This design comes from an exercise in tuning for small area on the open sky130 flow, not from production work. Function was checked by simulation only, so behaviour that the tests miss may differ from the original. Power and IR drop assume default switching activity.

==> design/flow/design.v <==
`default_nettype none
module mvm_uart_system #(
  parameter CLOCKS_PER_PULSE = 16,  
            BITS_PER_WORD    = 8,
            PACKET_SIZE_TX   = BITS_PER_WORD + 5,
            W_Y_OUT          = 32,
            R=8, C=8, W_X=8, W_K=8
)(
  input  clk, rstn, rx,
  output tx
);
  reg [3:0] ph;
  always @(posedge clk or negedge rstn)
    if (!rstn) ph <= 4'd0;
    else       ph <= ph + 4'd1;
  reg [3:0] cnt, bitn;
  wire idle = (bitn == 4'd9);
  wire data = ~bitn[3];
  wire byte_end = (bitn == 4'd8) && (cnt == 4'd15);
  always @(posedge clk or negedge rstn)
    if (!rstn) begin
      cnt  <= 4'd0;
      bitn <= 4'd9;
    end else begin
      cnt <= idle ? 4'd1 : cnt + 4'd1;
      if (idle) begin
        if (!rx) bitn <= 4'd15;
      end else if (cnt == 4'd15)
        bitn <= bitn + 4'd1;
    end
  reg [6:0] nb;
  always @(posedge clk or negedge rstn)
    if (!rstn)         nb <= 7'd0;
    else if (byte_end) nb <= (nb == 7'd71) ? 7'd0 : nb + 7'd1;
  wire       xph = (nb[6:3] == 4'd0);
  wire [2:0] col = nb[2:0];
  wire       lastcol = !xph && (col == 3'd7);
  reg  [15:0] xr0, xr1, xr2, xr3;
  wire xins = xph && data && (ph == {col[0], bitn[2:0]});
  always @(posedge clk) begin
    xr0 <= {(xins && col[2:1] == 2'd0) ? rx : xr0[0], xr0[15:1]};
    xr1 <= {(xins && col[2:1] == 2'd1) ? rx : xr1[0], xr1[15:1]};
    xr2 <= {(xins && col[2:1] == 2'd2) ? rx : xr2[0], xr2[15:1]};
    xr3 <= {(xins && col[2:1] == 2'd3) ? rx : xr3[0], xr3[15:1]};
  end
  reg xt;
  always @* case (col[2:1])
    2'd0: xt = xr0[0];
    2'd1: xt = xr1[0];
    2'd2: xt = xr2[0];
    default: xt = xr3[0];
  endcase
  wire [3:0] d = {ph[3] ^ col[0], ph[2:0]};
  reg        kact;         
  reg  [2:0] kidx;         
  reg        kb;           
  reg        xs;           
  reg        cy;           
  reg  [3:0] hi;           
  reg [14:0] acc;          
  wire start0 = !xph && !kact && (bitn == 4'd0) && (d == 4'd15);
  wire lcyc   = (d == 4'd15) && (kact || start0);
  wire [4:0] dk = {1'b0, d} + {2'b00, kidx};
  wire adding = kact && (dk <= 5'd14);
  wire aend   = kact && (dk == 5'd14);
  wire neg    = (kidx == 3'd7);
  wire xb     = d[3] ? xs : xt;
  wire f      = adding && kb && (xb ^ neg);
  wire a      = acc[0];
  wire s      = a ^ f ^ cy;
  wire co     = (a & f) | (a & cy) | (f & cy);
  wire copy   = lastcol && kact && neg;
  wire clr    = xph || copy;
  wire run    = kact || xph;
  wire ydone  = copy && aend;
  wire [3:0] hin = hi + {4{f}} + {3'b000, co};
  always @(posedge clk)
    if (run) acc <= {s & !clr, acc[14:1]};
  always @(posedge clk) begin
    cy <= (adding && !aend) ? co : (lcyc && rx && neg);
    if (lcyc) kb <= rx;
    if (!d[3]) xs <= xt;
    if (xph || ydone) hi <= 4'd0;
    else if (aend)    hi <= hin;
  end
  always @(posedge clk or negedge rstn)
    if (!rstn) begin
      kact <= 1'b0;
      kidx <= 3'd0;
    end else begin
      if (start0) kact <= 1'b1;
      if (aend) begin
        kidx <= kidx + 3'd1;
        if (neg) kact <= 1'b0;
      end
    end
  reg [15:0] tr;           
  reg  [3:0] txh;          
  always @(posedge clk) begin
    tr <= {copy ? s : tr[0], tr[15:1]};
    if (ydone) txh <= hin;
  end
  reg [3:0] tw;
  reg [1:0] tb;
  reg       txo, txn;
  always @(posedge clk)
    if (ph == {tb[0], tw[2:0]}) txn <= tr[1];
  wire ringbit = (tb == 2'd0) || (tb == 2'd1 && tw[2:0] != 3'd7);
  reg  hbit;
  always @* begin
    if (tb == 2'd1)                          hbit = txh[0];
    else if (tb == 2'd2 && tw[2:0] == 3'd0)  hbit = txh[1];
    else if (tb == 2'd2 && tw[2:0] == 3'd1)  hbit = txh[2];
    else                                     hbit = txh[3];
  end
  wire dbit = ringbit ? txn : hbit;
  always @(posedge clk or negedge rstn)
    if (!rstn) begin
      tw  <= 4'd13;
      tb  <= 2'd0;
      txo <= 1'b1;
    end else if (ydone) begin
      tw  <= 4'd0;
      tb  <= 2'd0;
      txo <= 1'b0;
    end else if (ph == 4'd15) begin
      if (tw <= 4'd7) begin
        tw  <= tw + 4'd1;
        txo <= dbit;
      end else if (tw <= 4'd11) begin
        tw  <= tw + 4'd1;
        txo <= 1'b1;
      end else if (tw == 4'd12) begin
        if (tb == 2'd3) begin
          tw  <= 4'd13;
          txo <= 1'b1;
        end else begin
          tw  <= 4'd0;
          tb  <= tb + 2'd1;
          txo <= 1'b0;
        end
      end
    end
  assign tx = txo;
endmodule
==> design/flow/run.sh <==
#!/bin/bash
# synth_recipe.tcl (not shown) runs the flow's synth.tcl, then flattens the netlist and writes it again
# the make line also repeats each setting of config.mk as NAME=value (left out here)
make -C /OpenROAD-flow-scripts/flow DESIGN_CONFIG=/design/flow/config.mk WORK_HOME=/design/flow/orfs CLKGATE_MAP_FILE= SYNTH_SCRIPT=/design/flow/synth_recipe.tcl finish
==> design/flow/config.mk <==
export PLATFORM = sky130hd
export DESIGN_NAME = mvm_uart_system
export DESIGN_NICKNAME = mvm_uart_system
export VERILOG_FILES = /design/flow/design.v
export SDC_FILE = /design/flow/constraint.sdc
export NUM_CORES = 4
export LEC_CHECK = 0
export CAP_MARGIN = 20
export CORE_MARGIN = 2
export CORE_UTILIZATION = 40
export SLEW_MARGIN = 20
==> design/flow/constraint.sdc <==
create_clock -name core_clock -period 10.0 [get_ports {clk}]
set_input_delay 2.0000 -clock core_clock [delete_from_list [all_inputs] [get_ports {clk}]]
set_output_delay 2.0000 -clock core_clock [all_outputs]
set_load 0.01 [all_outputs]
==> flow_metrics.tcl, run 1 <==
set metrics [dict create \
    status "finished clean" \
    drc 0 \
    critPathMaxStageDelay_ns 0.46 \
    timing.final.hold_violations 0 \
    fin_util_pct 47.9 \
    h-tree-depth 4 \
    path_clk_slew_ns 0.06 \
    cp_cell_sequence "ha_1 -> inv_1 -> fa_1 -> xor2_1 -> nor2_1 -> nor4bb_1 -> buf_4 -> o21a_1 -> inv_1 -> fa_1 -> fa_1 -> nand3b_1 -> nand2_1 -> xnor2_1 -> or4_1 -> a31oi_1" \
    cpLargestDelayFamily "adder cells" \
    setup.worst_path.end "hi[3]" \
    syn_nets 383 \
    power_density_mw_per_mm2 236 \
    max_freq_ghz 0.246 \
    p_switching_w 0.000279 \
    io_buffer_count 3 \
    syn_area_sq_mm 0.00465 \
    initial_core_util_pct 40.9 \
    cts_hold_buf 0 \
    fin_crit_sh_pct 40.7 \
    endpoint_kind "flop" \
    drt-total-wl_microns 6850 \
    ys_top_cells_by_area "dfxtp_1, edfxtp_1, dfrtp_1, ha_1, dfstp_2" \
    intPower_w 0.00101 \
    clk_latency_ns 0.41 \
    numCtsBuffers 17 \
    crit_cells 16 \
    synth_edf_count 21 \
    cts_resized 0 \
    ys_ff_latch 137 \
    die_area_sq_mm 0.0125 \
    die_w_microns 112 \
    power_frac_comb_pct 5.6 \
    cp-start-kind "flop" \
    rr_worst_depth 16 \
    synth_warnings 1 \
    multiInputGateArea_sq_mm 0.00144 \
    place_congestion 0.739 \
    synth_cells 354 \
    layout-drive-gt1-share_pct 13.2 \
    clock_power_share_pct 46.8 \
    drt_first_pass_iters 4 \
    cts_sinks 137 \
    cts_tree "built" \
    synth.most_common_cell "dfxtp_1" \
    via_per_inst 4.79 \
    antenna_left 0 \
    p_leak_nw 2.30 \
    slew_violations 0 \
    fin_hold_ws_ns 0.321 \
    cts_root_buf "clkbuf_16" \
    switching_share_pct 21.7 \
    crit_start "ph[0]" \
    io_pins 4 \
    hold_class "flop to flop" \
    fillers 1017 \
    die_h_microns 112 \
    skew_ns 0.00844 \
    worstHoldStart "xr2[6]" \
    worst_pin_slew_ns 0.815 \
    grt_pass1_wl_microns 12100 \
    max_cap_violations 0 \
    dp_hpwl_microns 4480 \
    synth_area_per_cell_sq_um 13.1 \
    relSlewSlack_pct 45.4 \
    post-cts-setup-buffers 0 \
    via_count 2534 \
    wl_per_cell_microns 13.0 \
    grt_remaining_overflow 0 \
    finalSetupTns_ns 0 \
    crit_top_cell "fa_1" \
    dp_slack_ns 5.93 \
    path_max_fanout 8 \
    ir_worst_vdd_uv 151 \
    grt_max_degree 31 \
    grt_pass1_vias 2589 \
    p_seq_share_pct 47.7 \
    yosys-top-cells-count "dfxtp_1, nand2_1, dfrtp_1" \
    finalWorstSetupSlack_ns 5.93 \
    synth_top_area_cell "dfxtp_1" \
    n_antenna_cell 0 \
    setup_viol 0 \
    synthFlopType "dfxtp_1" \
    antenna_found_initial 0 \
    synthArstFlopShare_pct 21.9 \
    syn_to_final_growth_pct 17.1 \
    r2r-end "hi[3]" \
    critPathSlowestCell "dfrtp_1" \
    finalCriticalPeriod_ns 4.07 \
    nets 402 \
    core_sq_mm 0.0114 \
    synth_top_area_share_pct 37.0 \
    grt_setup_unrepaired "no" \
    cp.required_ns 10.34 \
    r2r_slack_ns 5.93 \
    drt_iter0_markers 132 \
    ys_seq_area_share_pct 66.9 \
    cp.arrival_ns 4.42 \
    worst-setup-path-type "flop to flop" \
    rows 39 \
    synth.distinct_cells 49 \
    grt_usage_pct 12.6 \
    seq_area_sq_mm 0.00311 \
    reg2reg_from "ph[0]" \
    critPathBufInv 3 \
    clockBufferDepth 2 \
]
cell families (layout without fill, tap and decap cells):
logic type | Yosys count | count (layout) | share of synthesized area (%)
AND/OR/NAND/NOR | 91 | 91 | 9.93
XOR/XNOR | 24 | 24 | 4.68
adder cells (fa/ha/maj) | 26 | 26 | 7.64
buffers and inverters | 25 | 57 | 2.02
flip-flops | 137 | 137 | 66.9
multiplexers | 15 | 15 | 4.06
AO/OA/AOI/OAI | 36 | 36 | 4.74
power groups by stage:
| stage | logic, W | clock network, W | registers (W) |
|---|---|---|---|
| final | 0.0000718 | 0.000601 | 0.000613 |
| after global routing | 0.0000827 | 0.000642 | 0.000617 |
| after CTS | 0.0000728 | 0.000620 | 0.000613 |
| after detailed placement | 0.0000729 | 0 | 0.000623 |
| after global placement | 0.0000694 | 0 | 0.000623 |
| after floorplan | 0.0000583 | 0 | 0.000617 |
layout by cell type, fill, tap and decap left out, types with 10 or more instances in the layout:
master,Yosys,routed
xnor2_1,13,13
clkbuf_16,0,18
dfxtp_1,86,86
nand3_1,13,13
nand2_1,25,25
xor2_1,10,10
nor2_1,20,20
inv_1,19,19
ha_1,22,22
a21oi_1,15,15
edfxtp_1,21,21
dfrtp_1,24,24
layout make-up:
class | instances | share of cell area (%)
multi-input combinational | 192 | 26.5
timing repair buffer | 6 | 0.966
sequential | 137 | 57.1
inverter | 19 | 1.31
clock inverter | 8 | 1.52
tap | 143 | 3.29
clock buffer | 24 | 9.24
metrics by stage:
step	std cells	cell area [sq um]	power, W
after floorplan	354	4650	0.000676
after global placement	497	4860	0.000693
final	529	5440	0.00129
after CTS	529	5440	0.00131
after global routing	529	5440	0.00134
after detailed placement	497	4860	0.000696
sequential cells by signal, summed over array words and instances (netlist names), 2 cells and up:
name  cells
nb        7
kidx      3
xr0      16
xr3      16
hi        4
txh       4
xr2      16
ph        4
tb        2
tw        4
cnt       4
bitn      4
xr1      16
acc      15
tr       16
worst register-to-register path: cells and delay by family (launching register included):
family | cells | cell delay [ns]
adder cells (fa/ha/maj) | 4 | 1.48
AND/OR/NAND/NOR | 5 | 1.08
flip-flops | 1 | 0.46
buffers and inverters | 3 | 0.38
AO/OA/AOI/OAI | 2 | 0.37
XOR/XNOR | 2 | 0.26
worst min-delay path by stage:
stage	cells past startpoint	slack, ns	endpoint
floorplan	0	0.31	tr[10]
global placement	0	0.31	tr[9]
detailed placement	0	0.31	xr0[6]
CTS	0	0.32	xr3[6]
global route	0	0.33	xr3[3]
finish	0	0.32	xr2[5]
routing by layer:
layer	vias to the layer above	wire, microns	track usage (%)
met5	-	0	0
met4	0	126	5.93
met3	11	276	5.72
met2	25	3080	18.4
met1	1244	3370	16.0
li1	1254	-	-
==> run 2, diff against run 1 <==
--- a/design/flow/design.v
+++ b/design/flow/design.v
@@ -18,10 +18,10 @@
   wire data = ~bitn[3];
   wire byte_end = (bitn == 4'd8) && (cnt == 4'd15);
+  always @(posedge clk)
+    cnt <= idle ? 4'd1 : cnt + 4'd1;
   always @(posedge clk or negedge rstn)
-    if (!rstn) begin
-      cnt  <= 4'd0;
+    if (!rstn)
       bitn <= 4'd9;
-    end else begin
-      cnt <= idle ? 4'd1 : cnt + 4'd1;
+    else begin
       if (idle) begin
         if (!rx) bitn <= 4'd15;
@@ -95,32 +95,28 @@
       end
     end
-  reg [15:0] tr;           
+  reg [14:0] tr;
   reg  [3:0] txh;          
   always @(posedge clk) begin
-    tr <= {copy ? s : tr[0], tr[15:1]};
+    tr <= {copy ? s : tr[0], tr[14:1]};
     if (ydone) txh <= hin;
   end
   reg [3:0] tw;
   reg [1:0] tb;
-  reg       txo, txn;
-  always @(posedge clk)
-    if (ph == {tb[0], tw[2:0]}) txn <= tr[1];
-  wire ringbit = (tb == 2'd0) || (tb == 2'd1 && tw[2:0] != 3'd7);
-  reg  hbit;
+  reg       txo;
+  reg dbit;
   always @* begin
-    if (tb == 2'd1)                          hbit = txh[0];
-    else if (tb == 2'd2 && tw[2:0] == 3'd0)  hbit = txh[1];
-    else if (tb == 2'd2 && tw[2:0] == 3'd1)  hbit = txh[2];
-    else                                     hbit = txh[3];
+    if (tb == 2'd0)                          dbit = tr[0];
+    else if (tb == 2'd1 && tw[2:0] != 3'd7)  dbit = tr[10];
+    else if (tb == 2'd1)                     dbit = txh[0];
+    else if (tb == 2'd2 && tw[2:0] == 3'd0)  dbit = txh[1];
+    else if (tb == 2'd2 && tw[2:0] == 3'd1)  dbit = txh[2];
+    else                                     dbit = txh[3];
   end
-  wire dbit = ringbit ? txn : hbit;
   always @(posedge clk or negedge rstn)
     if (!rstn) begin
       tw  <= 4'd13;
-      tb  <= 2'd0;
       txo <= 1'b1;
     end else if (ydone) begin
       tw  <= 4'd0;
-      tb  <= 2'd0;
       txo <= 1'b0;
     end else if (ph == 4'd15) begin
@@ -137,9 +133,11 @@
         end else begin
           tw  <= 4'd0;
-          tb  <= tb + 2'd1;
           txo <= 1'b0;
         end
       end
     end
+  always @(posedge clk)
+    if (ydone)                                 tb <= 2'd0;
+    else if (ph == 4'd15 && tw == 4'd12)       tb <= tb + 2'd1;
   assign tx = txo;
 endmodule
--- a/design/flow/config.mk
+++ b/design/flow/config.mk
@@ -6,4 +6,5 @@
 export NUM_CORES = 4
 export LEC_CHECK = 0
+export ABC_AREA = 1
 export CAP_MARGIN = 20
 export CORE_MARGIN = 2
==> run 2 against run 1 <==
  * Power is 9.6% lower
  * Utilization is 0.83 points higher
  * Non-clock buffer count is 2 lower
  * Clock power hardly changed
  * Register-to-register slack better by 0.50 ns
==> flow_metrics.tcl, run 2 <==
set metrics [dict create \
    syn_area_sq_mm 0.00455 \
    fin_area_sq_mm 0.00535 \
    grt_pass1_vias 2803 \
    hold_class "flop to flop" \
    timing.final.hold_violations 0 \
    dp_hpwl_microns 4510 \
    layout-drive-gt1-share_pct 12.1 \
    cpLargestDelayFamily "adder cells" \
    core_sq_mm 0.0110 \
    path_clk_slew_ns 0.06 \
    grt_remaining_overflow 0 \
    ys_seq_area_share_pct 66.6 \
    r2r_slack_ns 6.42 \
    die_area_sq_mm 0.0122 \
    p_leak_nw 2.39 \
    layout_commonest_cell "dfxtp_1" \
    synth_edf_count 20 \
    synthFlopType "dfxtp_1" \
    cts_tree "built" \
    via_count 2660 \
    dpl_cell_area_sq_mm 0.00476 \
    grt_pass1_wl_microns 12400 \
    synth_cells 410 \
    cp_cell_sequence "ha_1 -> inv_1 -> fa_1 -> nor3_4 -> nand2_1 -> nand2_1 -> nand2_2 -> nand2_2 -> inv_1 -> fa_1 -> fa_1 -> inv_1 -> fa_1 -> inv_1 -> nand2_1 -> a21oi_1" \
    worst_pin_slew_ns 0.644 \
    grt_max_degree 25 \
    place_congestion 0.822 \
    io_buffer_count 3 \
    clockBufferDepth 2 \
    die_h_microns 111 \
    critPathMaxStageDelay_ns 0.45 \
    yosys-top-cells-count "dfxtp_1, nand2_1, inv_1" \
    finalSetupTns_ns 0 \
    wl_per_cell_microns 11.7 \
    cts_hold_buf 0 \
    cts_sinks 135 \
    initial_core_util_pct 41.4 \
    ir_worst_vdd_uv 194 \
    via_per_inst 4.54 \
    status "finished clean" \
    ys_ff_latch 135 \
    slew_violations 0 \
    relSlewSlack_pct 57.0 \
    finalCriticalPeriod_ns 3.58 \
    numCtsBuffers 17 \
    synth_area_per_cell_sq_um 11.1 \
    max_freq_ghz 0.280 \
    cp-start-kind "flop" \
    drc 0 \
    most-common-layout-cells "dfxtp_1, nand2_1, inv_1" \
    n_antenna_cell 0 \
    critPathBufInv 4 \
    setup_viol 0 \
    drt-total-wl_microns 6860 \
    synth_top_area_cell "dfxtp_1" \
    cp.arrival_ns 3.92 \
    die_w_microns 111 \
    fillers 995 \
    cp.required_ns 10.35 \
    grt_setup_unrepaired "no" \
    post-cts-setup-buffers 0 \
    h-tree-depth 4 \
    endpoint_kind "flop" \
    max_cap_violations 0 \
    io_pins 4 \
    power_density_mw_per_mm2 217 \
    path_max_fanout 5 \
    skew_ns 0.00842 \
    fin_crit_sh_pct 35.8 \
    cts_resized 0 \
    grt_usage_pct 12.8 \
    worst-setup-path-type "flop to flop" \
    synth.distinct_cells 30 \
    clk_latency_ns 0.41 \
    drt_iter0_markers 98 \
    synth_top_area_share_pct 40.1 \
    nets 462 \
    synthArstFlopShare_pct 17.8 \
    ys_top_cells_by_area "dfxtp_1, edfxtp_1, dfrtp_1, ha_1, nand2_1" \
    seq_area_sq_mm 0.00303 \
    fin_hold_ws_ns 0.321 \
    syn_nets 439 \
    synth.most_common_cell "dfxtp_1" \
    rows 38 \
    syn_to_final_growth_pct 17.6 \
    critPathSlowestCell "fa_1" \
    antenna_found_initial 0 \
    cts_root_buf "clkbuf_16" \
    synth_warnings 1 \
    antenna_left 0 \
    multiInputGateArea_sq_mm 0.00132 \
    drt_first_pass_iters 4 \
]
## run 2: cell types whose count changed after synthesis, sizes merged, moves of 8 or more
cell	delta
nand2	+44
xnor2	-12
inv	+34
nand3	+14
mux2	-8
nor2	+19
o21ai	+12
## run 2: kinds of logic after synthesis
group / after synthesis / synth area share (%)
simple gates: 144 / 14.4
flops: 135 / 66.6
buf+inv: 53 / 4.38
compound gates: 44 / 5.20
fa+ha+maj: 26 / 7.82
xor+xnor: 8 / 1.54
## run 2: where the power goes
group / leakage, nW / switching [W] / internal (W)
Combinational: 0.836 / 0.00000390 / 0.00000184
Clock: 0.290 / 0.000252 / 0.000351
Sequential: 1.27 / 0.000000922 / 0.000553
## run 2: worst paths after layout
kind / depth (start not counted) / end / from
max in group asynchronous: 2 / bitn[3] / rstn
worst min register to register: 0 / tr[11] / tr[12]
worst min-delay path: 0 / tr[11] / tr[12]
worst max-delay path: 16 / hi[1] / ph[0]
worst max register to register: 16 / hi[1] / ph[0]
min in group asynchronous: 2 / tw[1] / rstn
## run 2: area by class of cell
type / instances / share of cell area [%]
inverter: 53 / 3.72
clock buffer: 19 / 8.68
tap: 140 / 3.27
sequential: 135 / 56.7
timing repair buffer: 4 / 0.702
clock inverter: 13 / 2.34
multi-input combinational: 222 / 24.6
## run 2: metal layers
metal | vias to the layer above | track usage (%) | share of wire [%] | routed length (microns)
li1 | 1371 | - | - | -
met1 | 1258 | 15.7 | 50 | 3410
met2 | 22 | 19.7 | 45 | 3120
met3 | 9 | 5.16 | 3.2 | 219
met4 | 0 | 6.33 | 1.7 | 116
met5 | - | 0 | 0 | 0
## run 2: through the flow
| step | power (W) | setup WS, ns | instances | util [%] |
|---|---|---|---|---|
| final | 0.00116 | 6.42 | 586 | 48.7 |
| after CTS | 0.00118 | 6.40 | 586 | 48.7 |
| after floorplan | 0.000567 | 6.69 | 410 | - |
| after detailed placement | 0.000571 | 6.40 | 554 | 43.3 |
| after global placement | 0.000571 | 6.56 | 554 | 43.3 |
| after global routing | 0.00120 | 6.18 | 586 | 48.7 |
## run 2: worst reg2reg max path: cells and delay by family, from the launching register on
family / cells / cell delay, ns
flops: 1 / 0.43
compound gates: 1 / 0.15
simple gates: 6 / 0.66
fa+ha+maj: 5 / 1.92
buf+inv: 4 / 0.36
==> run 3, diff against run 2 <==
--- a/design/flow/config.mk
+++ b/design/flow/config.mk
@@ -6,7 +6,9 @@
 export NUM_CORES = 4
 export LEC_CHECK = 0
-export ABC_AREA = 1
 export CAP_MARGIN = 20
 export CORE_MARGIN = 2
-export CORE_UTILIZATION = 40
+export CORE_UTILIZATION = 60
+export CTS_BUF_LIST = sky130_fd_sc_hd__clkbuf_8
+export CTS_CLUSTER_DIAMETER = 100
+export CTS_CLUSTER_SIZE = 25
 export SLEW_MARGIN = 20
==> run 3 against run 2 <==
  * Still clean on timing, DRC and antenna
  * Maximum frequency is 11% lower
  * Utilization is 21 points higher
  * Sequential share of layout area is 3.4 points higher
==> flow_metrics.tcl, run 3 <==
set metrics [dict create \
    status "finished clean" \
    rows 31 \
    timing.final.hold_violations 0 \
    synth_top_area_share_pct 40.2 \
    ys_ff_latch 135 \
    finalSetupTns_ns 0 \
    power_density_mw_per_mm2 217 \
    cp-start-kind "flop" \
    hold_class "flop to flop" \
    synthArstFlopShare_pct 17.8 \
    critPathSlowestCell "or4b_1" \
    cpLargestDelayFamily "adder cells" \
    antenna_left 0 \
    cp_cell_sequence "ha_1 -> inv_1 -> fa_1 -> nor2b_1 -> nor2_1 -> o221ai_1 -> o21ai_0 -> o21a_1 -> fa_1 -> fa_1 -> a21o_1 -> a21oi_1 -> xor2_1 -> or4b_1 -> a31oi_1" \
    die_area_sq_mm 0.00827 \
    syn_area_sq_mm 0.00453 \
    synth_edf_count 20 \
    drt_iter0_markers 79 \
    dp_slack_ns 6.04 \
    total_power_w 0.00110 \
    synth_warnings 1 \
    core_sq_mm 0.00729 \
    grt_setup_unrepaired "no" \
    layout-drive-gt1-share_pct 14.3 \
    finalCriticalPeriod_ns 4.01 \
    synth_area_per_cell_sq_um 13.1 \
    grt_usage_pct 17.5 \
    setup_viol 0 \
    endpoint_kind "flop" \
    via_count 2381 \
    crit_top_cell "fa_1" \
    via_per_inst 5.00 \
    synth.most_common_cell "dfxtp_1" \
    fin_crit_sh_pct 40.1 \
    drt_first_pass_iters 4 \
    h-tree-depth 4 \
    ys_top_cells_by_area "dfxtp_1, edfxtp_1, dfrtp_1, ha_1, dfstp_2" \
    drt-total-wl_microns 6320 \
    cts_tree "built" \
    place_congestion 0.799 \
    max_cap_violations 0 \
    clockBufferDepth 2 \
    multiInputGateArea_sq_mm 0.00142 \
    max_freq_ghz 0.250 \
    cts_root_buf "clkbuf_8" \
    grt_remaining_overflow 0 \
    drc 0 \
    skew_ns 0.0120 \
    numCtsBuffers 17 \
    io_buffer_count 3 \
    slew_violations 0 \
    wl_per_cell_microns 13.3 \
    syn_to_final_growth_pct 11.3 \
    p_leak_nw 2.12 \
    path_max_fanout 6 \
    die_h_microns 90.9 \
    grt_pass1_vias 2356 \
    grt_pass1_wl_microns 11100 \
    clk_latency_ns 0.43 \
    die_w_microns 90.9 \
    synthFlopType "dfxtp_1" \
    cts_hold_buf 0 \
    synth_cells 345 \
    cts_resized 0 \
    most-common-layout-cells "dfxtp_1, nand2_1, nor2_1" \
    nets 393 \
    path_clk_slew_ns 0.09 \
    worst-setup-path-type "flop to flop" \
    fin_area_sq_mm 0.00505 \
    layout_commonest_cell "dfxtp_1" \
    grt_max_degree 25 \
    critPathMaxStageDelay_ns 0.47 \
    post-cts-setup-buffers 0 \
    n_antenna_cell 0 \
    ir_worst_vdd_uv 144 \
    fillers 536 \
    initial_core_util_pct 62.2 \
    antenna_found_initial 0 \
    critPathBufInv 1 \
    dpl_cell_area_sq_mm 0.00468 \
    syn_nets 374 \
    cts_sinks 135 \
    io_pins 4 \
    dp_hpwl_microns 4110 \
    ys_seq_area_share_pct 66.8 \
    yosys-top-cells-count "dfxtp_1, nand2_1, nor2_1" \
    finalWorstSetupSlack_ns 5.99 \
    seq_area_sq_mm 0.00303 \
    synth_top_area_cell "dfxtp_1" \
    cp.arrival_ns 4.36 \
    worst_pin_slew_ns 0.742 \
    synth.distinct_cells 50 \
    relSlewSlack_pct 50.3 \
    cp.required_ns 10.35 \
]
run 3: changes by cell type after synthesis, sizes merged, moves of 8 or more:
cell and delta:
inv -37, mux2 +8, nand2 -43, nand3 -14, nor2 -16, o21ai -13
xnor2 +11
run 3: worst register-to-register path, stage by stage, from the launching register on:
cell	delay [ns]
dfrtp_1	0.44
ha_1	0.20
inv_1	0.06
fa_1	0.40
nor2b_1	0.16
nor2_1	0.05
o221ai_1	0.16
o21ai_0	0.16
o21a_1	0.30
fa_1	0.45
fa_1	0.40
a21o_1	0.18
a21oi_1	0.24
xor2_1	0.12
or4b_1	0.47
a31oi_1	0.15
run 3: cell type report:
class	instances	share of cell area [%]
Sequential cell	135	60.0
Multi-Input combinational cell	189	28.2
Clock buffer	17	4.64
Clock inverter	15	2.73
Tap cell	99	2.45
Inverter	16	1.19
Timing Repair Buffer	5	0.793
run 3: final timing paths:
check / startpoint / slack [ns] / cells after the start / end
max in group asynchronous: rstn / 8.07 / 1 / tw[0]
hold reg to reg: xr1[10] / 0.32 / 0 / xr1[9]
hold / removal: xr1[10] / 0.32 / 0 / xr1[9]
setup reg to reg: ph[0] / 5.99 / 15 / hi[3]
min in group asynchronous: rstn / 1.55 / 1 / ph[3]
setup / recovery: ph[0] / 5.99 / 15 / hi[3]
run 3: where the power goes:
group	switching, W	total (W)	internal (W)
clock network	0.000228	0.000411	0.000183
logic	0.0000358	0.0000753	0.0000395
registers	0.0000261	0.000610	0.000584
total	0.000290	0.00110	0.000806
run 3: per-stage QoR:
stage,util (%),hold slack (ns),std cells
after floorplan,-,0.310,345
after global placement,64.2,0.310,444
after detailed placement,64.1,0.312,444
after CTS,69.2,0.328,476
after global routing,69.2,0.326,476
final,69.2,0.325,476
run 3: cell families after synthesis:
family                   after synthesis  synth area share, %
AO/OA/AOI/OAI                         36                 5.02
adder cells (fa/ha/maj)               26                 7.84
XOR/XNOR                              21                 4.47
multiplexers                          14                 3.75
AND/OR/NAND/NOR                       92                 10.3
buffers and inverters                 21                 1.82
flip-flops                           135                 66.8
run 3: layer usage:
layer	vias to the layer above	part of all wire [%]	routed length (microns)	global-route usage (%)
met4	0	1.2	76	8.71
met3	6	2.5	158	5.98
met2	23	45	2860	26.1
met5	-	0	0	0
met1	1136	51	3230	23.1
li1	1216	-	-	-
==> run 4, diff against run 3 <==
==> design/flow/flow/run.sh (new file) <==
#!/bin/bash
# Standard layout, with adders left to ABC and a lighter clock tree.
set -euo pipefail
bash standard.sh ADDER_MAP_FILE= \
  "CTS_ARGS=-sink_clustering_enable -repair_clock_nets -dont_use_dummy_load -buf_list sky130_fd_sc_hd__clkbuf_4" \
  finish > standard.log 2>&1
==> design/flow/standard.sh (new file) <==
#!/bin/bash
# synth_recipe.tcl (not shown) runs the flow's synth.tcl, then flattens the netlist and writes it again
# the make line also repeats each setting of config.mk as NAME=value (left out here)
make -C /OpenROAD-flow-scripts/flow DESIGN_CONFIG=/design/flow/config.mk WORK_HOME=/design/flow/orfs CLKGATE_MAP_FILE= SYNTH_SCRIPT=/design/flow/synth_recipe.tcl "${@:-finish}"
--- a/design/flow/config.mk
+++ b/design/flow/config.mk
@@ -9,6 +9,3 @@
 export CORE_MARGIN = 2
 export CORE_UTILIZATION = 60
-export CTS_BUF_LIST = sky130_fd_sc_hd__clkbuf_8
-export CTS_CLUSTER_DIAMETER = 100
-export CTS_CLUSTER_SIZE = 25
 export SLEW_MARGIN = 20
removed: design/flow/run.sh
==> run 4 against run 3 <==
  * Largest power group unchanged
  * Register-to-register slack improved by 1.4 ns
  * Sequential power fell by 9.5%
  * Clock-buffer cell count did not move
  * Critical endpoint is now tx
  * Routed wire length fell by 0.77%
  * Largest cell class unchanged
==> flow_metrics.tcl, run 4 <==
set metrics [dict create \
    power_frac_comb_pct 0.5 \
    yosys-top-cells-count "dfxtp_1, nand2_1, nor2_1" \
    syn_nets 362 \
    grt_usage_pct 17.5 \
    path_clk_slew_ns 0.11 \
    most-common-layout-cells "dfxtp_1, nor2_1, nand2_1" \
    place_inst 450 \
    cts_root_buf "clkbuf_4" \
    finalSetupTns_ns 0 \
    die_area_sq_mm 0.00806 \
    synth_top_area_share_pct 41.2 \
    critPathMaxStageDelay_ns 0.53 \
    worst_hold_path.endpoint "xr1[2]" \
    grt_max_degree 25 \
    worstHoldStart "xr1[3]" \
    relSlewSlack_pct 60.0 \
    fin_cells 467 \
    syn_to_final_growth_pct 5.01 \
    switching_share_pct 19.2 \
    r2r_slack_ns 7.36 \
    drc 0 \
    numCtsBuffers 17 \
    io_buffer_count 3 \
    grt_pass1_wl_microns 11000 \
    hold_path_depth 0 \
    cts_sinks 135 \
    synthFlopType "dfxtp_1" \
    path_max_fanout 2 \
    max_cap_violations 0 \
    grt_pass1_vias 2363 \
    ys_seq_area_share_pct 68.6 \
    die_w_microns 89.8 \
    r2r-end "txo" \
    io_pins 4 \
    grt_setup_unrepaired "no" \
    clk_latency_ns 0.48 \
    reg2reg_from "ph[1]" \
    worst-setup-path-type "flop to output port" \
    via_count 2479 \
    post-cts-setup-buffers 0 \
    nets 373 \
    fin_crit_sh_pct 35.1 \
    drt-total-wl_microns 6270 \
    grt_remaining_overflow 0 \
    n_antenna_cell 0 \
    finalCriticalPeriod_ns 3.51 \
    dp_hpwl_microns 4020 \
    cts_resized 0 \
    drt_first_pass_iters 4 \
    cts_tree "built" \
    synth.distinct_cells 52 \
    rows 31 \
    syn_area_sq_mm 0.00442 \
    p_seq_share_pct 70.7 \
    critPathSlowestCell "dfstp_2" \
    drt_iter0_markers 185 \
    layout-drive-gt1-share_pct 8.97 \
    initial_core_util_pct 61.6 \
    status "finished clean" \
    fin_util_pct 64.6 \
    antenna_found_initial 0 \
    timing.final.hold_violations 0 \
    p_leak_nw 1.81 \
    endpoint_kind "output port" \
    synth_warnings 1 \
    setup_viol 0 \
    synthArstFlopShare_pct 17.8 \
    synth_edf_count 20 \
    synth_top_area_cell "dfxtp_1" \
    hold_class "flop to flop" \
    place_congestion 0.806 \
    synth.most_common_cell "dfxtp_1" \
    layout_commonest_cell "dfxtp_1" \
    synth_cells 359 \
    fin_hold_ws_ns 0.299 \
    critPathBufInv 1 \
    wl_per_cell_microns 13.4 \
    h-tree-depth 4 \
    ys_top_cells_by_area "dfxtp_1, edfxtp_1, dfrtp_1, xnor2_1, dfstp_2" \
    intPower_w 0.000630 \
    skew_ns 0.0361 \
    cp.required_ns 8.00 \
    die_h_microns 89.8 \
    clock_power_share_pct 28.8 \
    via_per_inst 5.31 \
    ir_worst_vdd_uv 136 \
    ys_ff_latch 135 \
    cp.arrival_ns 1.51 \
    antenna_left 0 \
    p_switching_w 0.000150 \
    cp-start-kind "flop" \
    cts_hold_buf 0 \
    power_density_mw_per_mm2 168 \
    core_sq_mm 0.00718 \
    clockBufferDepth 2 \
    cpLargestDelayFamily "flip-flops" \
    rr_worst_depth 8 \
    cp_cell_sequence "clkdlybuf4s50_1" \
    synth_area_per_cell_sq_um 12.3 \
    max_freq_ghz 0.285 \
    worst_pin_slew_ns 0.599 \
    slew_violations 0 \
]
==> run 4: per-layer routing <==
metal	track usage, %	wire length, microns
met5	0	0
met4	6.92	58
met3	7.04	183
met2	25.6	2860
met1	23.4	3180
==> run 4: cell families after synthesis <==
group,Yosys count,share of synthesized area (%)
compound gates,53,7.62
xor+xnor,33,6.97
fa+ha+maj,1,0.227
buf+inv,22,2.27
flops,135,68.6
mux,9,2.41
simple gates,106,11.9
==> run 4: how the worst max path moves through the flow <==
| stage | startpoint | end | depth (start not counted) |
|---|---|---|---|
| 6_report | txo | tx | 1 |
| 3_5_place_dp | rstn | bitn[1] | 1 |
| 3_3_place_gp | rstn | bitn[1] | 1 |
| 2_1_floorplan | rx | bitn[1] | 4 |
| 4_1_cts | txo | tx | 1 |
| 5_1_grt | txo | tx | 1 |
==> run 4: through the flow <==
step           setup WS (ns)  area [sq um]  power (W)
2_1_floorplan           7.45          4420   0.000565
3_3_place_gp            6.74          4520   0.000568
3_5_place_dp            6.69          4520   0.000568
4_1_cts                 6.44          4640   0.000791
5_1_grt                 6.39          4640   0.000815
6_report                6.49          4640   0.000780
==> run 4: power groups by stage <==
stage | clock network [W] | registers [W] | logic (W)
global placement | 0 | 0.000564 | 0.00000415
global route | 0.000259 | 0.000552 | 0.00000453
detailed placement | 0 | 0.000564 | 0.00000431
floorplan | 0 | 0.000564 | 0.00000132
CTS | 0.000235 | 0.000552 | 0.00000433
finish | 0.000225 | 0.000552 | 0.00000391
==> run 4: area by class of cell <==
| type | instances | area [sq um] |
|---|---|---|
| timing repair buffer | 4 | 32.5 |
| inverter | 10 | 37.5 |
| multi-input combinational | 202 | 1290 |
| clock buffer | 17 | 128 |
| sequential | 135 | 3030 |
| fill | 548 | 2540 |
| tap | 99 | 124 |
==> run 5, diff against run 4 <==
==> design/flow/flow/run.sh (replaced) <==
#!/bin/bash
# Standard layout, with adders left to ABC and a lighter clock tree.
set -euo pipefail
bash standard.sh ADDER_MAP_FILE= \
  "CTS_ARGS=-sink_clustering_enable -repair_clock_nets -dont_use_dummy_load -buf_list sky130_fd_sc_hd__clkbuf_8" \
  finish > standard.log 2>&1
==> run 5 against run 4 <==
  * Sequential power about the same
  * Final area is 2.3% higher
  * Cell count unchanged
  * Critical path type unchanged
  * Die area unchanged
  * Still clean on timing, DRC and antenna
==> flow_metrics.tcl, run 5 <==
set metrics [dict create \
    syn_to_final_growth_pct 7.42 \
    p_switching_w 0.000162 \
    die_area_sq_mm 0.00806 \
    r2r_slack_ns 7.35 \
    drt_iter0_markers 178 \
    path_max_fanout 2 \
    syn_nets 362 \
    synth.distinct_cells 52 \
    synth_warnings 1 \
    finalWorstSetupSlack_ns 6.55 \
    place_inst 450 \
    routed-wl-met3_microns 172 \
    via_count 2476 \
    synth_top_area_share_pct 41.2 \
    layout-drive-gt1-share_pct 8.97 \
    drc 0 \
    cts_resized 0 \
    synthArstFlopShare_pct 17.8 \
    total_power_w 0.000864 \
    path_clk_slew_ns 0.08 \
    cts_root_buf "clkbuf_8" \
    grt_pass1_vias 2377 \
    io_pins 4 \
    rows 31 \
    cpLargestDelayFamily "buffers and inverters" \
    power_density_mw_per_mm2 182 \
    cts_sinks 135 \
    initial_core_util_pct 61.6 \
    nets 373 \
    status "finished clean" \
    ys_seq_area_share_pct 68.6 \
    grt_setup_unrepaired "no" \
    fin_crit_sh_pct 34.5 \
    setup_viol 0 \
    post-cts-setup-buffers 0 \
    dp_hpwl_microns 4020 \
    dp_slack_ns 6.69 \
    hold_class "flop to flop" \
    ys_top_cells_by_area "dfxtp_1, edfxtp_1, dfrtp_1, xnor2_1, dfstp_2" \
    synth_edf_count 20 \
    intPower_w 0.000702 \
    fin_cells 467 \
    drt_first_pass_iters 4 \
    critPathSlowestCell "clkdlybuf4s50_1" \
    fin_util_pct 66.1 \
    switching_share_pct 18.7 \
    relSlewSlack_pct 60.0 \
    syn_area_sq_mm 0.00442 \
    synth.most_common_cell "dfxtp_1" \
    yosys-top-cells-count "dfxtp_1, nand2_1, nor2_1" \
    skew_ns 0.0251 \
    cp_cell_sequence "clkdlybuf4s50_1" \
    core_sq_mm 0.00718 \
    synth_top_area_cell "dfxtp_1" \
    synth_cells 359 \
    p_seq_share_pct 64.0 \
    endpoint_kind "output port" \
    place_congestion 0.806 \
    fillers 541 \
    via_per_inst 5.30 \
    grt_remaining_overflow 0 \
    cts_hold_buf 0 \
    grt_max_degree 25 \
    grt_usage_pct 17.6 \
    wl_met2_microns 2880 \
    worst-setup-path-type "flop to output port" \
    antenna_left 0 \
    cp.arrival_ns 1.45 \
    p_leak_nw 1.85 \
    critPathMaxStageDelay_ns 0.53 \
    grt_pass1_wl_microns 11100 \
    slew_violations 0 \
    synth_area_per_cell_sq_um 12.3 \
    drt-total-wl_microns 6360 \
    most-common-layout-cells "dfxtp_1, nor2_1, nand2_1" \
    synthFlopType "dfxtp_1" \
    cts_tree "built" \
    max_cap_violations 0 \
    finalCriticalPeriod_ns 3.45 \
    numCtsBuffers 17 \
    h-tree-depth 4 \
    cp.required_ns 8.00 \
    antenna_found_initial 0 \
    clk_latency_ns 0.41 \
    max_freq_ghz 0.290 \
    finalSetupTns_ns 0 \
    clock_power_share_pct 35.6 \
    ys_ff_latch 135 \
    worst_pin_slew_ns 0.599 \
    die_w_microns 89.8 \
    ir_worst_vdd_uv 137 \
    critPathBufInv 1 \
    wl_per_cell_microns 13.6 \
    wl_met1_microns 3240 \
    timing.final.hold_violations 0 \
    n_antenna_cell 0 \
    cp-start-kind "flop" \
    power_frac_comb_pct 0.5 \
    layout_commonest_cell "dfxtp_1" \
    clockBufferDepth 2 \
    io_buffer_count 3 \
    top_layer "met4" \
    die_h_microns 89.8 \
]
## run 5: cell counts after synthesis
No cell type changed its count.
## run 5: path summary, 6_finish.rpt
kind / cells after the start / startpoint / to
min reg2reg: 0 / xr0[11] / xr0[10]
min: 0 / xr0[11] / xr0[10]
max in group asynchronous: 1 / rstn / kidx[2]
max reg2reg: 8 / ph[1] / txo
max: 1 / txo / tx
min in group asynchronous: 1 / rstn / ph[1]
## run 5: logic make-up after synthesis
group / Yosys count / synth area share, %
fa+ha+maj: 1 / 0.227
mux: 9 / 2.41
compound gates: 53 / 7.62
xor+xnor: 33 / 6.97
simple gates: 106 / 11.9
flops: 135 / 68.6
buf+inv: 22 / 2.27
## run 5: cell type report
type / instances / area (sq um) / share of cell area [%]
clock buffer: 17 / 234 / 4.93
inverter: 10 / 37.5 / 0.791
multi-input combinational: 202 / 1290 / 27.1
sequential: 135 / 3030 / 63.9
tap: 99 / 124 / 2.61
timing repair buffer: 4 / 32.5 / 0.686
## run 5: metal layers
layer  vias to the layer above  global-route usage, %
li1                       1248                      -
met1                      1186                   23.6
met2                        32                   25.6
met3                        10                   6.54
met4                         0                   8.08
met5                         -                      0
## run 5: through the flow
step,hold WS [ns],instance area [sq um]
finish,0.306,4740
global route,0.315,4740
CTS,0.312,4750
detailed placement,0.312,4520
global placement,0.310,4520
floorplan,0.310,4420
## run 5: power groups by stage
stage,registers (W),clock network (W),logic [W]
CTS,0.000552,0.000319,0.00000433
global placement,0.000564,0,0.00000415
floorplan,0.000564,0,0.00000132
global route,0.000552,0.000341,0.00000453
detailed placement,0.000564,0,0.00000431
finish,0.000552,0.000308,0.00000390
==> run 6, diff against run 5 <==
==> design/flow/flow/run.sh (replaced) <==
#!/bin/bash
# Standard layout, with adders left to ABC and a lighter clock tree.
set -euo pipefail
bash standard.sh ADDER_MAP_FILE= \
  "CTS_ARGS=-sink_clustering_enable -repair_clock_nets -dont_use_dummy_load -buf_list sky130_fd_sc_hd__clkbuf_4 -root_buf sky130_fd_sc_hd__clkbuf_8 -sink_clustering_size 12 -sink_clustering_max_diameter 60" \
  finish > standard.log 2>&1
==> run 6 against run 5 <==
  * Clock skew increased by 0.011 ns
  * Synthesized area unchanged
  * Worst setup slack improved by 0.022 ns
  * Synthesized cell count unchanged
  * Final area decreased by 2.1%
  * Via count increased by 0.73%
  * First-iteration DRC count increased by 11%
  * Sequential power about the same
  * Cell count unchanged
  * Utilization decreased by 1.4 points
  * Routed wire length decreased by 1.2%
  * Sequential cell count unchanged
  * Still clean
==> flow_metrics.tcl, run 6 <==
set metrics [dict create \
    cts_sinks 135 \
    r2r_slack_ns 7.35 \
    finalSetupTns_ns 0 \
    cp_cell_sequence "clkdlybuf4s50_1" \
    nets 373 \
    layout_commonest_cell "dfxtp_1" \
    critPathMaxStageDelay_ns 0.53 \
    r2r-end "txo" \
    cts_hold_buf 0 \
    core_sq_mm 0.00718 \
    crit_cells 1 \
    grt_setup_unrepaired "no" \
    hold_path_depth 0 \
    rr_worst_depth 8 \
    max_freq_ghz 0.292 \
    drt-total-wl_microns 6290 \
    path_clk_slew_ns 0.11 \
    io_buffer_count 3 \
    setup_viol 0 \
    n_antenna_cell 0 \
    cp.required_ns 8.00 \
    path_max_fanout 2 \
    p_seq_share_pct 70.2 \
    ir_worst_vdd_uv 136 \
    synth_warnings 1 \
    synth_area_per_cell_sq_um 12.3 \
    layout-drive-gt1-share_pct 8.97 \
    syn_nets 362 \
    ys_top_cells_by_area "dfxtp_1, edfxtp_1, dfrtp_1, xnor2_1, dfstp_2" \
    ys_seq_area_share_pct 68.6 \
    die_area_sq_mm 0.00806 \
    fin_crit_sh_pct 34.3 \
    max_cap_violations 0 \
    critPathSlowestCell "dfstp_2" \
    cp-start-kind "flop" \
    crit_start "txo" \
    power_density_mw_per_mm2 169 \
    cts_resized 0 \
    synthFlopType "dfxtp_1" \
    place_congestion 0.806 \
    syn_to_final_growth_pct 5.16 \
    yosys-top-cells-count "dfxtp_1, nand2_1, nor2_1" \
    reg2reg_from "ph[1]" \
    finalCriticalPeriod_ns 3.43 \
    skew_ns 0.0361 \
    critPathBufInv 1 \
    synth.most_common_cell "dfxtp_1" \
    status "finished clean" \
    grt_pass1_vias 2363 \
    ys_ff_latch 135 \
    intPower_w 0.000636 \
    antenna_found_initial 0 \
    h-tree-depth 4 \
    setup.worst_path.end "tx" \
    synth_top_area_share_pct 41.2 \
    grt_max_degree 25 \
    p_leak_nw 1.81 \
    via_per_inst 5.34 \
    drc 0 \
    initial_core_util_pct 61.6 \
    drt_iter0_markers 197 \
    synthArstFlopShare_pct 17.8 \
    slew_violations 0 \
    hold_class "flop to flop" \
    synth.distinct_cells 52 \
    power_frac_comb_pct 0.5 \
    cp.arrival_ns 1.43 \
    switching_share_pct 19.1 \
    finalWorstSetupSlack_ns 6.57 \
    p_switching_w 0.000150 \
    cts_tree "built" \
    dp_slack_ns 6.69 \
    clk_latency_ns 0.39 \
    cts_root_buf "clkbuf_8" \
    relSlewSlack_pct 60.0 \
    cpLargestDelayFamily "flip-flops" \
    via_count 2494 \
    grt_pass1_wl_microns 11000 \
    clock_power_share_pct 29.3 \
    wl_per_cell_microns 13.5 \
    drt_first_pass_iters 4 \
    worst-setup-path-type "flop to output port" \
    rows 31 \
    antenna_left 0 \
    synth_cells 359 \
    fin_util_pct 64.7 \
    synth_top_area_cell "dfxtp_1" \
    endpoint_kind "output port" \
    dp_hpwl_microns 4020 \
    io_pins 4 \
    clockBufferDepth 2 \
    post-cts-setup-buffers 0 \
    most-common-layout-cells "dfxtp_1, nor2_1, nand2_1" \
    worst_pin_slew_ns 0.599 \
    grt_remaining_overflow 0 \
    timing.final.hold_violations 0 \
    synth_edf_count 20 \
    die_w_microns 89.8 \
    grt_usage_pct 17.5 \
    syn_area_sq_mm 0.00442 \
    numCtsBuffers 17 \
    die_h_microns 89.8 \
]
## run 6: cell counts after synthesis
Identical to the previous run, type by type.
## run 6: kinds of logic after synthesis
| kind of cell | after synthesis | share of synthesized area (%) |
|---|---|---|
| fa+ha+maj | 1 | 0.227 |
| flops | 135 | 68.6 |
| compound gates | 53 | 7.62 |
| mux | 9 | 2.41 |
| simple gates | 106 | 11.9 |
| buf+inv | 22 | 2.27 |
| xor+xnor | 33 | 6.97 |
## run 6: final cells by class
type / instances / area, sq um
sequential: 135 / 3030
fill: 549 / 2530
multi-input combinational: 202 / 1290
clock buffer: 17 / 134
tap: 99 / 124
inverter: 10 / 37.5
timing repair buffer: 4 / 32.5
## run 6: worst min-delay path by stage
stage,from,endpoint
3_3_place_gp,tr[12],tr[11]
4_1_cts,xr1[3],xr1[2]
2_1_floorplan,tr[1],tr[0]
5_1_grt,xr1[3],xr1[2]
3_5_place_dp,xr3[10],xr3[9]
6_report,xr1[3],xr1[2]
## run 6: per-stage QoR
stage	power [W]	hold WS [ns]	cell area, sq um	std cells
2_1_floorplan	0.000565	0.310	4420	359
3_3_place_gp	0.000568	0.310	4520	450
3_5_place_dp	0.000568	0.312	4520	450
4_1_cts	0.000797	0.302	4650	467
5_1_grt	0.000821	0.304	4640	467
6_report	0.000786	0.299	4640	467
## run 6: metal layers
metal	vias to the layer above	track usage, %	share of wire (%)
li1	1253	-	-
met4	0	6.54	1.6
met2	43	25.6	45
met1	1186	23.4	50
met5	-	0	0
met3	12	7.29	3.6
## run 6: power groups by stage
stage                     clock network, W  registers, W   logic [W]
final                             0.000230      0.000552  0.00000391
after global routing              0.000265      0.000552  0.00000453
after CTS                         0.000241      0.000552  0.00000433
after detailed placement                 0      0.000564  0.00000431
after global placement                   0      0.000564  0.00000415
after floorplan                          0      0.000564  0.00000132
==> run 7, diff against run 6 <==
==> design/flow/flow/run.sh (replaced) <==
#!/bin/bash
# Standard layout, with adders left to ABC and a lighter clock tree.
set -euo pipefail
bash standard.sh ADDER_MAP_FILE= \
  "CTS_ARGS=-sink_clustering_enable -repair_clock_nets -dont_use_dummy_load -buf_list {sky130_fd_sc_hd__clkbuf_4 sky130_fd_sc_hd__clkbuf_8}" \
  finish > standard.log 2>&1
==> run 7 against run 6 <==
  * Critical path depth unchanged
  * Final area grew 2.2%
  * Hold slack gained 0.0072 ns
  * Largest cell class unchanged
==> flow_metrics.tcl, run 7 <==
set metrics [dict create \
    status "finished clean" \
    critPathSlowestCell "clkdlybuf4s50_1" \
    synth_top_area_share_pct 41.2 \
    ys_seq_area_share_pct 68.6 \
    synth.most_common_cell "dfxtp_1" \
    place_congestion 0.806 \
    r2r_slack_ns 7.35 \
    relSlewSlack_pct 60.0 \
    post-cts-setup-buffers 0 \
    cp.required_ns 8.00 \
    path_max_fanout 2 \
    grt_pass1_vias 2377 \
    synthFlopType "dfxtp_1" \
    cts_hold_buf 0 \
    finalSetupTns_ns 0 \
    drt_iter0_markers 178 \
    synthArstFlopShare_pct 17.8 \
    max_cap_violations 0 \
    worst_pin_slew_ns 0.599 \
    fin_hold_ws_ns 0.306 \
    cp_cell_sequence "clkdlybuf4s50_1" \
    synth_area_per_cell_sq_um 12.3 \
    multiInputGateArea_sq_mm 0.00129 \
    finalWorstSetupSlack_ns 6.55 \
    cts_resized 0 \
    worst-setup-path-type "flop to output port" \
    wl_per_cell_microns 13.6 \
    die_h_microns 89.8 \
    p_leak_nw 1.85 \
    cpLargestDelayFamily "buffers and inverters" \
    nets 373 \
    clk_latency_ns 0.41 \
    drt_first_pass_iters 4 \
    power_density_mw_per_mm2 182 \
    syn_nets 362 \
    fin_crit_sh_pct 34.5 \
    cts_root_buf "clkbuf_8" \
    ys_top_cells_by_area "dfxtp_1, edfxtp_1, dfrtp_1, xnor2_1, dfstp_2" \
    core_sq_mm 0.00718 \
    most-common-layout-cells "dfxtp_1, nor2_1, nand2_1" \
    clockBufferDepth 2 \
    synth_cells 359 \
    path_clk_slew_ns 0.08 \
    io_pins 4 \
    synth_edf_count 20 \
    finalCriticalPeriod_ns 3.45 \
    cts_tree "built" \
    antenna_left 0 \
    endpoint_kind "output port" \
    drc 0 \
    initial_core_util_pct 61.6 \
    via_per_inst 5.30 \
    fillers 541 \
    grt_max_degree 25 \
    dp_hpwl_microns 4020 \
    critPathMaxStageDelay_ns 0.53 \
    layout-drive-gt1-share_pct 8.97 \
    fin_util_pct 66.1 \
    cp-start-kind "flop" \
    synth_warnings 1 \
    rows 31 \
    antenna_found_initial 0 \
    io_buffer_count 3 \
    h-tree-depth 4 \
    hold_class "flop to flop" \
    grt_pass1_wl_microns 11100 \
    syn_to_final_growth_pct 7.42 \
    critPathBufInv 1 \
    setup_viol 0 \
    grt_usage_pct 17.6 \
    ys_ff_latch 135 \
    synth_top_area_cell "dfxtp_1" \
    drt-total-wl_microns 6360 \
    layout_commonest_cell "dfxtp_1" \
    seq_area_sq_mm 0.00303 \
    ir_worst_vdd_uv 137 \
    die_w_microns 89.8 \
    numCtsBuffers 17 \
    syn_area_sq_mm 0.00442 \
    timing.final.hold_violations 0 \
    n_antenna_cell 0 \
    max_freq_ghz 0.290 \
    cp.arrival_ns 1.45 \
    yosys-top-cells-count "dfxtp_1, nand2_1, nor2_1" \
    dp_slack_ns 6.69 \
    slew_violations 0 \
    cts_sinks 135 \
    skew_ns 0.0251 \
    grt_remaining_overflow 0 \
    die_area_sq_mm 0.00806 \
    via_count 2476 \
    synth.distinct_cells 52 \
    grt_setup_unrepaired "no" \
]
==> run 7: cell types whose count changed in the layout (fill, tap and decap cells not counted) <==
cell,change
clkbuf_4,-16
clkbuf_8,+16
==> run 7: metal layers <==
layer  track usage (%)  wire [microns]  vias up
met5                 0               0        -
met3              6.54             172       10
met2              25.6            2880       32
met4              8.08              74        0
met1              23.6            3240     1186
li1                  -               -     1248
==> run 7: where the power goes <==
group	total [W]	switching (W)	internal (W)
registers	0.000552	0.000000445	0.000552
clock network	0.000308	0.000158	0.000149
logic	0.00000390	0.00000272	0.00000118
==> run 7: kinds of logic (layout without fill, tap and decap cells) <==
group / Yosys count / in the layout / share of synthesized area [%]
buf+inv: 22 / 31 / 2.27
fa+ha+maj: 1 / 1 / 0.227
mux: 9 / 9 / 2.41
flops: 135 / 135 / 68.6
simple gates: 106 / 106 / 11.9
compound gates: 53 / 53 / 7.62
xor+xnor: 33 / 33 / 6.97
==> run 7: area by class of cell <==
class	instances	area share [%]
Tap cell	99	2.61
Sequential cell	135	63.9
Multi-Input combinational cell	202	27.1
Clock buffer	17	4.93
Timing Repair Buffer	4	0.686
Inverter	10	0.791
==> run 7: per-stage QoR <==
step                std cells  power, W  cell area [sq um]
floorplan                 359  0.000565               4420
global placement          450  0.000568               4520
detailed placement        450  0.000568               4520
CTS                       467  0.000876               4750
global route              467  0.000897               4740
finish                    467  0.000864               4740
==> run 7: worst paths after layout <==
check,startpoint,to,cells after the start
max,txo,tx,1
min,xr0[11],xr0[10],0
max reg2reg,ph[1],txo,8
min reg2reg,xr0[11],xr0[10],0
max in group asynchronous,rstn,kidx[2],1
min in group asynchronous,rstn,ph[1],1

## static timing again, ports no longer ideal
How much do the figures lean on ideal ports? The routed layouts below were timed once more, with nothing changed but the port constraints.
Step 1 (the two cells are an assumption about what drives the block):
set clk [get_ports {clk}]
set_driving_cell -lib_cell sky130_fd_sc_hd__clkbuf_16 $clk
set_driving_cell -lib_cell sky130_fd_sc_hd__buf_2 [delete_from_list [all_inputs] $clk]
Step 2, shift: input delay + t, output delay - t, t = (earliest + latest rising clock arrival at the registers) / 2. This alone moves slack from input paths to output paths.
a / b / c = ideal / step 1 / step 2; a / b = the first two.
| run | t, ns | setup slack, ns | worst setup path at the end |
|---|---|---|---|
| run 1 | 0.444 | 5.927 / 5.927 / 5.927 | register to register |
| run 2 | 0.448 | 6.423 / 6.423 / 6.423 | register to register |
| run 3 | 0.452 | 5.993 / 5.993 / 5.993 | register to register |
| run 4 | 0.488 | 6.488 / 6.461 / 6.845 | input to register |
| run 5 | 0.432 | 6.549 / 6.522 / 6.849 | input to register |
| run 6 | 0.408 | 6.572 / 6.544 / 6.841 | input to register |
| run 7 | 0.432 | 6.549 / 6.522 / 6.849 | input to register |
After both steps setup and hold are still met in every run listed.
